Background: an optimization exercise with open tools, aiming at small area, a short achievable clock period and few clock cycles. Do not read the settings as production practice. Function was checked by simulation only, so behaviour that the tests miss may differ from the original. Power figures rest on the tool's default switching activity, not on a simulated workload.

<file path="flow/design.v">
module alu(
    input logic clk,
    input logic rst,
    input logic in_alu,
    input logic[31:0] operand1,
    input logic[31:0] operand2,
    input logic [5:0]operation,
    input logic[5:0]op,
    input logic [4:0]shamt,
    output logic[31:0] result,
    output logic out_alu
);
localparam logic [1:0] ST_IDLE = 2'd0, ST_MUL = 2'd1, ST_DINIT = 2'd2, ST_DIV = 2'd3;
logic [1:0]  st;
logic [4:0]  cnt;
logic [30:0] rem;
wire [31:0] A = operand1;
wire [31:0] B = operand2;
wire op_add = (operation == 6'd13);
wire op_sub = (operation == 6'd1);
wire op_lt  = (operation == 6'd4);
wire op_gt  = (operation == 6'd5);
wire op_eq  = (operation == 6'd6);
wire op_sll = (operation == 6'd2);
wire op_srl = (operation == 6'd3);
wire op_sra = (operation == 6'd7);
wire op_rol = (operation == 6'd8) | (operation == 6'd10);
wire op_ror = (operation == 6'd9);
wire op_mul = (operation == 6'd11);
wire op_div = (operation == 6'd12);
wire op_cmp = op_lt | op_gt | op_eq;
wire op_shf = op_sll | op_srl | op_sra | op_rol | op_ror;
wire idle = (st == ST_IDLE);
wire [2:0] grp = idle ? 3'd7 : cnt[2:0];
wire [32:0] bext = {B, 1'b0};
wire [4:0] bd = bext[{grp, 2'b00} +: 5];    
function automatic [32:0] booth_pp(input [2:0] d, input [31:0] a);
    logic one, two, neg;
    logic [31:0] m;
    one = d[1] ^ d[0];
    two = (d[2] & ~d[1] & ~d[0]) | (~d[2] & d[1] & d[0]);
    neg = d[2];
    m = one ? a : (two ? {a[30:0], 1'b0} : 32'd0);
    booth_pp = {neg, m ^ {32{neg}}};
endfunction
wire [32:0] pplo = booth_pp(bd[2:0], A);
wire [32:0] pphi = booth_pp(bd[4:2], A);
wire [31:0] acc  = idle ? 32'd0 : result;
wire [31:0] mx = {acc[27:0], 1'b0, pphi[32], 1'b0, pplo[32]};
wire [31:0] my = pplo[31:0];
wire [31:0] mz = {pphi[29:0], 2'b00};
wire [31:0] csa_s = mx ^ my ^ mz;
wire [31:0] csa_c = {(mx[30:0] & my[30:0]) | (mx[30:0] & mz[30:0]) | (my[30:0] & mz[30:0]), 1'b0};
wire in_mul = (st == ST_MUL) | (idle & op_mul);
wire in_div = (st == ST_DIV);
wire do_sub = ~in_mul & (in_div | ~op_add);
wire [31:0] ax = in_mul ? csa_s : (in_div ? {rem, result[31]} : A);
wire [31:0] ay = in_mul ? csa_c : (B ^ {32{do_sub}});
wire [32:0] asum = {1'b0, ax} + {1'b0, ay} + {32'd0, do_sub};
wire borrow = ~asum[32];             
wire eq = (A == B);
wire lt = borrow;
wire gt = ~borrow & ~eq;
wire dinit = (st == ST_DINIT);
wire left = dinit | op_sll | op_rol;
wire [4:0] samt = dinit ? cnt : shamt;
wire [4:0] t = (left & ~dinit) ? ~samt : samt;
wire [62:0] fv = left ? {A, ((op_rol | dinit) ? A[31:1] : 31'd0)}
                      : {(op_ror ? A[30:0] : (op_sra ? {31{A[31]}} : 31'd0)), A};
wire [62:0] fsh = fv >> t;
wire [31:0] shv = fsh[31:0];
logic [31:0] dmask;
genvar gj;
generate for (gj = 0; gj < 32; gj++) begin : g_dmask
    assign dmask[gj] = (6'(gj) + {1'b0, cnt}) >= 6'd31;
end endgenerate
function automatic [5:0] bitlen(input [31:0] x);
    bitlen = 6'd0;
    for (int j = 0; j < 32; j++) if (x[j]) bitlen = j[5:0] + 6'd1;
endfunction
wire [5:0] sdiff = bitlen(A) - bitlen(B);
always_ff @(posedge clk)
begin
if (rst | ~in_alu) begin
    st <= ST_IDLE;
    out_alu <= 1'b0;
end else begin
    out_alu <= 1'b0;
    case (st)
    ST_IDLE: begin
        if (op_add | op_sub) begin
            result <= asum[31:0];
            out_alu <= 1'b1;
        end else if (op_cmp) begin
            result <= {31'd0, (op_lt & lt) | (op_gt & gt) | (op_eq & eq)};
            out_alu <= 1'b1;
        end else if (op_shf) begin
            result <= shv;
            out_alu <= 1'b1;
        end else if (op_mul) begin
            result <= asum[31:0];
            cnt <= 5'd6;
            st <= ST_MUL;
        end else if (op_div) begin
            if (lt) begin
                result <= 32'd0;
                out_alu <= 1'b1;
            end else begin
                cnt <= sdiff[4:0];
                st <= ST_DINIT;
            end
        end
    end
    ST_MUL: begin
        result <= asum[31:0];
        cnt <= cnt - 5'd1;
        if (cnt[2:0] == 3'd0) begin
            out_alu <= 1'b1;
            st <= ST_IDLE;
        end
    end
    ST_DINIT: begin
        result <= shv & dmask;
        rem <= shv[30:0] & ~dmask[30:0];
        st <= ST_DIV;
    end
    ST_DIV: begin
        result <= {result[30:0], ~borrow};
        rem <= borrow ? {rem[29:0], result[31]} : asum[30:0];
        cnt <= cnt - 5'd1;
        if (cnt == 5'd0) begin
            out_alu <= 1'b1;
            st <= ST_IDLE;
        end
    end
    endcase
end
end
endmodule
</file>
<file path="flow/run.sh">
#!/bin/bash
# synth_recipe.tcl (not shown) runs the flow's synth.tcl, then flattens the netlist and writes it again
# the make line also repeats each setting of config.mk as NAME=value (left out here)
make -C /OpenROAD-flow-scripts/flow DESIGN_CONFIG=/design/flow/config.mk WORK_HOME=/design/flow/orfs CLKGATE_MAP_FILE= SYNTH_SCRIPT=/design/flow/synth_recipe.tcl finish
</file>
<file path="flow/config.mk">
export PLATFORM = sky130hd
export DESIGN_NAME = alu
export DESIGN_NICKNAME = alu
export VERILOG_FILES = /design/flow/design.v
export SDC_FILE = /design/flow/constraint.sdc
export NUM_CORES = 4
export LEC_CHECK = 0
export ABC_CLOCK_PERIOD_IN_PS = 4000
export CAP_MARGIN = 20
export CORE_MARGIN = 2
export CORE_UTILIZATION = 40
export PLACE_DENSITY = 0.6
export SETUP_SLACK_MARGIN = 5
export SLEW_MARGIN = 20
</file>
<file path="flow/constraint.sdc">
create_clock -name core_clock -period 11.0 [get_ports {clk}]
set_input_delay 2.2000 -clock core_clock [delete_from_list [all_inputs] [get_ports {clk}]]
set_output_delay 2.2000 -clock core_clock [all_outputs]
set_load 0.01 [all_outputs]
</file>
==> flow_summary_export.csv, run 1 <==
group,metric,value,unit
clocking,cts_max_path_buffers,2,
status,status,"timing/DRC/antenna clean",
power,power,2.125,mW
floorplan,die_y,207.9,um
timing,period_needed,7120,ps
critical_path,reg2reg_slack,4430,ps
timing,rsz0062_at_grt,"yes",
logic_synthesis,yosysWarnings,1,
logic_synthesis,ys_types,92,
logic_synthesis,synth_top_family_by_area,"compound AO/OA/AOI/OAI gates",
cells_and_area,layout-drive-gt1-share,0.2739,
worst_hold_path,holdPathStages,2,
floorplan,io_pins,117,
floorplan,coreArea,0.04092,mm2
power,netSwitchingFraction,0.4641,
logic_synthesis,ys_seq_elements,71,
logic_synthesis,synth_xor_area_frac,0.06002,
critical_path,cp-start-kind,"input pin",
logic_synthesis,syn_inst,2295,
critical_path,cp.required,11070,ps
clocking,numCtsBuffers,9,
clocking,hold_buffers,0,
floorplan,die_area,0.04323,mm2
route,drc,0,
timing,maxSlewHeadroom,0.1962,
place,dp_hpwl,59480,um
logic_synthesis,synth_area_leader_cell,"edfxtp_1",
timing,setup_tns,0,ps
grt,grt_overflow_total,0,
critical_path,cp-end-kind,"flip-flop",
logic_synthesis,synth_area,0.01663,mm2
worst_hold_path,hold_class,"reg2reg",
critical_path,worst_ep_arrival_time,7190,ps
timing,tightest_slew,1206,ps
power,pwr-share-comb,0.691,
place,dp.cells,2775,
grt,grt_pass1_wl,125100,um
timing,holdWs,566.6,ps
logic_synthesis,synthMuxAreaShare,0.1511,
route,dr.pass1.iters,6,
floorplan,start_util,0.4065,
timing,maxSlewViolCount,0,
logic_synthesis,synth.net_count,2468,
logic_synthesis,synth_top_area_frac,0.1228,
power,p_seq_frac,0.147,
power,p_int,1.139,mW
power,clock_power_share,0.162,
logic_synthesis,synth_edf_count,68,
logic_synthesis,yosys-top-cells-area,"edfxtp_1, mux2i_1, nand2_1",
critical_path,rr_endpoint,"result[31]$_DFFE_PP_",
cells_and_area,ff_latch_area,0.002102,mm2
critical_path,reg2regPathDepth,25,
grt,grt_start_max_net_pins,61,
power,powerDensity,95.81,mW/mm2
critical_path,worstReg2RegStart,"cnt[0]$_DFFE_PP_",
cells_and_area,multi_input_area,0.01519,mm2
route,dr_total_vias,20470,
cells_and_area,fillers,3769,
grt,grt_pass1_vias,18380,
place,routabilityCongestion,1.034,
logic_synthesis,ys.flop_type,"edfxtp_1",
cells_and_area,syn_to_final_growth,33.37,%
cells_and_area,final_cells,2991,
cells_and_area,nets,2625,
critical_path,critPathKind,"in2reg",
floorplan,rows,74,
grt,antenna_found_initial,3,
power,p_leak,8.391,nW
route,ant_nets,0,
route,post_drt_via_cell_ratio,6.844,
route,routedWlPerCell,29.52,um
timing,fin_skew,9.324,ps
place,io_buffers,110,
worst_hold_path,holdPathEnd,"st[1]$_SDFFE_PP0P_",
logic_synthesis,ys_seq_area_frac,0.1264,
clocking,clkTransAtPathRegs,60,ps
critical_path,cp_max_fo,7,
route,routed_wl,88290,um
clocking,clock-sinks,71,
clocking,cts_tree,"yes",
worst_hold_path,hold_start,"st[1]$_SDFFE_PP0P_",
logic_synthesis,yosys.area_share.simple,0.2050,
timing,fin_crit_sh,0.6473,
logic_synthesis,syn_area_per_cell,7.248,um2
timing,clock.fmax,140.4,MHz
power,max-vdd-ir-drop,0.06583,mV
clocking,htreeDepth,3,
floorplan,die_x,207.9,um
timing,hold_violations,0,
clocking,clkLatencyLatePin,350,ps
grt,grt_usage,0.3824,
logic_synthesis,synth_compound_area_frac,0.3073,
power,switchingPower,0.9864,mW
route,drtIter0Drc,2938,
logic_synthesis,synth_async_sr_flop_share,0,
clocking,root_buffer,"clkbuf_16",
logic_synthesis,synth-adder-area-share,0.08048,
flow_run,maxCapViolations,0,
timing,setup_viol,0,
## critical path, stage by stage
cell	delay, ps
buf_8	120
or3_1	340
o21ai_1	110
a22oi_2	140
nor2_4	240
buf_12	140
buf_8	110
buf_6	100
nor2_4	70
buf_6	130
a211oi_2	180
nor2_1	80
a221oi_2	280
fa_1	450
nand2_1	70
o21ai_1	80
ha_1	330
nand2_1	100
nand2_2	80
o41ai_4	360
nor2_2	90
a21o_4	250
a21oi_4	230
o21a_4	240
nand2_4	70
a31oi_4	230
buf_12	190
clkbuf_16	170
## stage by stage
stage	setup WS, ps	util	cell area (um2)
2_1_floorplan	3707	-	17350
3_3_place_gp	1605	0.4511	18460
3_5_place_dp	1539	0.4511	18460
4_1_cts	4063	0.5122	20960
5_1_grt	3759	0.5420	22180
6_report	3880	0.5421	22190
## synth_stat cells, types with 13 or more instances
cell / instances
a211oi_1: 40
a21boi_0: 21
a21o_1: 28
a21oi_1: 152
a221oi_1: 66
a22oi_1: 30
a31oi_1: 18
and3_1: 14
buf_1: 28
buf_2: 22
clkbuf_1: 164
edfxtp_1: 68
fa_1: 30
ha_1: 59
inv_1: 40
mux2_2: 64
mux2i_1: 156
nand2_1: 299
nand2b_1: 19
nand3_1: 23
nand4_1: 15
nor2_1: 284
nor2b_1: 46
nor3_1: 26
nor4_1: 16
o211ai_1: 24
o21ai_0: 125
o21bai_1: 13
o221ai_1: 19
o22ai_1: 19
o31ai_1: 25
o32ai_1: 26
xnor2_1: 75
xor2_1: 39
## power groups by stage
| stage | Combinational (mW) | Clock (mW) | Sequential [mW] |
|---|---|---|---|
| after CTS | 1.29 | 0.341 | 0.313 |
| after detailed placement | 1.07 | 0 | 0.318 |
| after floorplan | 0.765 | 0 | 0.316 |
| final | 1.47 | 0.344 | 0.313 |
| after global placement | 1.07 | 0 | 0.318 |
| after global routing | 1.53 | 0.352 | 0.313 |
## final cells by class
cell class,instances,area share
antenna,2,0.0002256
tap,532,0.03000
sequential,71,0.09475
timing repair buffer,365,0.1666
multi-input combinational,1961,0.6848
inverter,44,0.007952
clock buffer,9,0.01015
clock inverter,7,0.005471
## kinds of logic (layout without fill, tap and decap cells)
family	after synthesis	count (layout)
adder cells (fa/ha/maj)	89	89
multiplexers	232	235
buffers and inverters	276	425
other	0	2
AND/OR/NAND/NOR	781	791
XOR/XNOR	114	114
AO/OA/AOI/OAI	732	732
flip-flops	71	71
## layout by cell type (no fill, tap or decap), types with 21 or more instances in the layout
cell               n
a211oi_1          23
a21o_1            27
o211ai_1          24
buf_12            22
a221oi_2          48
nor3_1            23
a21oi_2           25
xor2_1            33
ha_1              47
buf_6             43
nor2b_1           45
edfxtp_1          68
inv_1             36
o21ai_0           98
o32ai_1           23
nor2_1           266
fa_1              27
a22oi_1           23
nand2_1          279
mux2_2            62
nand3_1           21
mux2i_1          149
o21ai_1           25
xnor2_1           66
a21oi_1          125
clkdlybuf4s50_1   73
buf_4            186
## routing by layer
layer	GRT usage	wire, um	part of all wire	vias up
li1	-	-	-	8821
met1	0.5314	35350	0.40	9825
met2	0.5482	35770	0.41	1522
met3	0.1005	11630	0.13	296
met4	0.1798	5497	0.062	6
met5	0	43	0.00049	-
## repair_timing
action,in CTS,in global routing
cloned,18,4
setup endpoints to repair,104,104
buffers inserted,118,58
gates resized for setup,398,165
pin swaps,97,94
## how the worst max path moves through the flow
stage / from / depth (start not counted) / slack [ps] / endpoint
after CTS: operand2[29] / 24 / 4060 / result[10]$_DFFE_PP_
after detailed placement: operand2[25] / 21 / 1540 / result[26]$_DFFE_PP_
after global routing: operand2[23] / 25 / 3760 / result[23]$_DFFE_PP_
after global placement: operand2[25] / 21 / 1610 / result[26]$_DFFE_PP_
after floorplan: operand2[25] / 23 / 3710 / result[0]$_DFFE_PP_
final: operand2[23] / 28 / 3880 / result[0]$_DFFE_PP_
## sequential cells by signal, summed over array words and instances (netlist names)
register	count
cnt	5
st	2
out_alu	1
result	32
rem	31
Testbench counts, summed over its fixed seeds: cycles 5,792.
==> run 2: changes to the inputs <==
--- a/flow/config.mk
+++ b/flow/config.mk
@@ -7,3 +7,2 @@
 export LEC_CHECK = 0
-export ABC_CLOCK_PERIOD_IN_PS = 4000
 export CAP_MARGIN = 20
@@ -12,3 +11,2 @@
 export PLACE_DENSITY = 0.6
-export SETUP_SLACK_MARGIN = 5
 export SLEW_MARGIN = 20
==> run 2 against run 1 <==
  * Sequential power about the same
  * Via count down 8.9%
  * Utilization down 9.3 points
  * Register-to-register slack worse by 1500 ps
  * Global-route usage down 4.3 points
  * First-iteration DRC count up 2.0%
  * Worst setup slack worse by 2100 ps
  * Fmax down 22%
  * Clock power down 14%
  * Final cell count down 6.6%
  * Synthesized cell count unchanged
  * Sequential cell count unchanged
  * Critical path type unchanged
  * Critical endpoint is now result[18]$_DFFE_PP_
==> flow_summary_export.csv, run 2 <==
group,metric,value,unit
logic_synthesis,ys_seq_area_frac,0.1264,
route,drtIter0Drc,2996,
critical_path,critPathKind,"in2reg",
clocking,cts_max_path_buffers,2,
status,status,"timing/DRC/antenna clean",
logic_synthesis,syn_inst,2295,
logic_synthesis,synth_async_sr_flop_share,0,
logic_synthesis,synth_area,0.01663,mm2
logic_synthesis,synth_edf_count,68,
cells_and_area,ff_latch_area,0.002102,mm2
clocking,hold_buffers,0,
clocking,numCtsBuffers,9,
cells_and_area,layout-drive-gt1-share,0.09456,
timing,setup_viol,0,
critical_path,worstSetupEndpoint,"result[18]$_DFFE_PP_",
clocking,ctsResizeCount,0,
timing,maxSlewHeadroom,0.2371,
logic_synthesis,ys_types,92,
floorplan,die_area,0.04323,mm2
power,max-vdd-ir-drop,0.07861,mV
floorplan,rows,74,
cells_and_area,largest_registers,"result x32, rem x31, cnt x5",
logic_synthesis,ys_seq_elements,71,
critical_path,cpMostUsedCell,"nand2_1",
place,dp_hpwl,57420,um
critical_path,crit_start,"operand2[17]",
cells_and_area,syn_to_final_growth,10.37,%
logic_synthesis,syn_area_per_cell,7.248,um2
critical_path,crit_chain,"clkdlybuf4s50_1 -> mux4_2 -> mux2_2 -> nand2_1 -> buf_4 -> nor2_1 -> a211oi_1 -> nor2_1 -> a221oi_1 -> fa_1 -> nand2_1 -> o21ai_0 -> ha_1 -> or2_2 -> a21o_1 -> nor2b_1 -> a21o_1 -> a21oi_1 -> o21a_1 -> nand2_1 -> a31oi_4 -> buf_4",
cells_and_area,top_register,"result",
timing,fin_crit_sh,0.8343,
logic_synthesis,synth_top_area_frac,0.1228,
grt,grt_overflow_total,0,
critical_path,cp_max_fo,32,
timing,hold_violations,0,
critical_path,cp.required,10970,ps
critical_path,worstReg2RegStart,"st[0]$_SDFFE_PP0P_",
critical_path,cp-end-kind,"flip-flop",
critical_path,reg2reg_slack,2940,ps
floorplan,die_y,207.9,um
floorplan,coreArea,0.04092,mm2
worst_hold_path,hold_class,"reg2reg",
critical_path,rr_endpoint,"result[18]$_DFFE_PP_",
critical_path,worst_ep_arrival_time,9150,ps
timing,holdWs,570.5,ps
critical_path,crit_path_max_incr_delay,760,ps
route,post_drt_via_cell_ratio,6.670,
cells_and_area,layout_common_cells,"nand2_1, nor2_1, mux2i_1",
logic_synthesis,yosysWarnings,1,
critical_path,reg2regPathDepth,24,
power,p_leak,6.767,nW
route,routed_wl,76580,um
cells_and_area,fin_util,0.4486,
grt,grt_usage,0.3392,
route,dr.pass1.iters,10,
timing,fin_skew,9.787,ps
logic_synthesis,yosys-top-cells-area,"edfxtp_1, mux2i_1, nand2_1",
place,routabilityCongestion,1.003,
power,powerDensity,91.35,mW/mm2
route,drc,0,
cells_and_area,multi_input_area,0.01348,mm2
timing,period_needed,9178,ps
timing,setup_tns,0,ps
cells_and_area,antenna-diode-count,0,
cells_and_area,nets,2431,
cells_and_area,fin_area,0.01836,mm2
route,ant_nets,0,
timing,rsz0062_at_grt,"no",
clocking,clock-sinks,71,
floorplan,die_x,207.9,um
cells_and_area,fillers,4181,
critical_path,cp-start-kind,"input pin",
clocking,postCtsSetupBuffers,0,
logic_synthesis,ys.flop_type,"edfxtp_1",
cells_and_area,largest_reg_flops,32,
floorplan,io_pins,117,
floorplan,start_util,0.4065,
clocking,clkLatencyLatePin,340,ps
timing,tightest_slew,1144,ps
logic_synthesis,synth_common_cells,"nand2_1, nor2_1, clkbuf_1",
grt,antenna_found_initial,1,
clocking,htreeDepth,3,
clocking,cts_tree,"yes",
logic_synthesis,synth_area_leader_cell,"edfxtp_1",
logic_synthesis,synth.net_count,2468,
grt,grt_start_max_net_pins,69,
cells_and_area,final_common_cell,"nand2_1",
worst_hold_path,holdPathStages,2,
critical_path,cp_slowest_cell,"nand2_1",
grt,grt_pass1_vias,16790,
flow_run,maxCapViolations,0,
route,routedWlPerCell,27.40,um
place,io_buffers,110,
clocking,root_buffer,"clkbuf_16",
timing,maxSlewViolCount,0,
route,dr_total_vias,18640,
clocking,clkTransAtPathRegs,60,ps
grt,grt_pass1_wl,112100,um
logic_synthesis,yosysMostFrequentCell,"nand2_1",
timing,clock.fmax,109.0,MHz
place,place_area,0.01807,mm2
## run 2: per-layer routing
metal	vias up	GRT usage	part of all wire
li1	8386	-	-
met1	8912	0.4916	0.42
met2	1227	0.4916	0.41
met3	116	0.07547	0.13
met4	2	0.1164	0.037
met5	-	0	0.00017
## run 2: worst min path at each step
stage                                  start            endpoint
final                     st[1]$_SDFFE_PP0P_  st[1]$_SDFFE_PP0P_
after global routing      st[1]$_SDFFE_PP0P_  st[1]$_SDFFE_PP0P_
after CTS                 st[1]$_SDFFE_PP0P_  st[1]$_SDFFE_PP0P_
after detailed placement  st[1]$_SDFFE_PP0P_  st[1]$_SDFFE_PP0P_
after global placement    st[1]$_SDFFE_PP0P_  st[1]$_SDFFE_PP0P_
after floorplan           st[1]$_SDFFE_PP0P_  st[1]$_SDFFE_PP0P_
## run 2: stage by stage
step | power (mW) | setup slack [ps] | instances
6_report | 1.677 | 1822 | 2795
5_1_grt | 1.754 | 1456 | 2795
4_1_cts | 1.640 | 1925 | 2795
3_5_place_dp | 1.343 | 1611 | 2779
3_3_place_gp | 1.333 | 1657 | 2779
2_1_floorplan | 1.018 | 1713 | 2295
## run 2: area by class of cell
cell class	count	area share
sequential	71	0.1145
multi-input combinational	1948	0.7342
tap	532	0.03626
timing repair buffer	184	0.09023
inverter	44	0.008996
clock inverter	6	0.003339
clock buffer	10	0.01247
## run 2: worst max-delay path, delay by kind of cell
family	cells	cell delay (ps)
simple gates	7	1560
mux	2	1020
fa+ha+maj	2	860
compound gates	8	2070
buf+inv	3	1360
## run 2: kinds of logic after synthesis
family / count (synthesis) / share of synthesized area
adder cells (fa/ha/maj): 89 / 0.08048
AO/OA/AOI/OAI: 732 / 0.3073
AND/OR/NAND/NOR: 781 / 0.2050
XOR/XNOR: 114 / 0.06002
multiplexers: 232 / 0.1511
buffers and inverters: 276 / 0.06980
flip-flops: 71 / 0.1264
## run 2: report_power, final
group          leakage, nW  total (mW)  internal (mW)  switching, mW
clock                0.142       0.297          0.175          0.122
sequential           0.647       0.312          0.307        0.00516
combinational         5.98        1.07          0.386          0.682
total                 6.77        1.68          0.869          0.808

## what the ideal ports hide
The flow's constraints put no driver on any port. The routed layouts listed below were extracted and timed again, unchanged, in two steps.
Step 1 assumes that a clkbuf_16 drives the clock port and a buf_2 every other input.
Step 2 moves the port delays by t, midway between the first and last clock arrival at a register: inputs arrive t later, outputs are due t later. That takes back most of the time a late clock gives input paths.
Three values: no drivers, after step 1, after step 2; two values: the first two.
run | t, ns | setup WS [ns] | clock arrival spread, ns | cell pins on the clock port's net
run 1 | 0.382 | 3.880 / 3.870 / 3.488 | 0.009 / 0.009 | 1
run 2 | 0.372 | 1.822 / 1.831 / 1.459 | 0.009 / 0.010 | 1
After both steps every run listed still meets setup and hold. The setup slack of run 1, which loses most, moves by -0.010 ns with the drivers and by -0.392 ns with both steps.
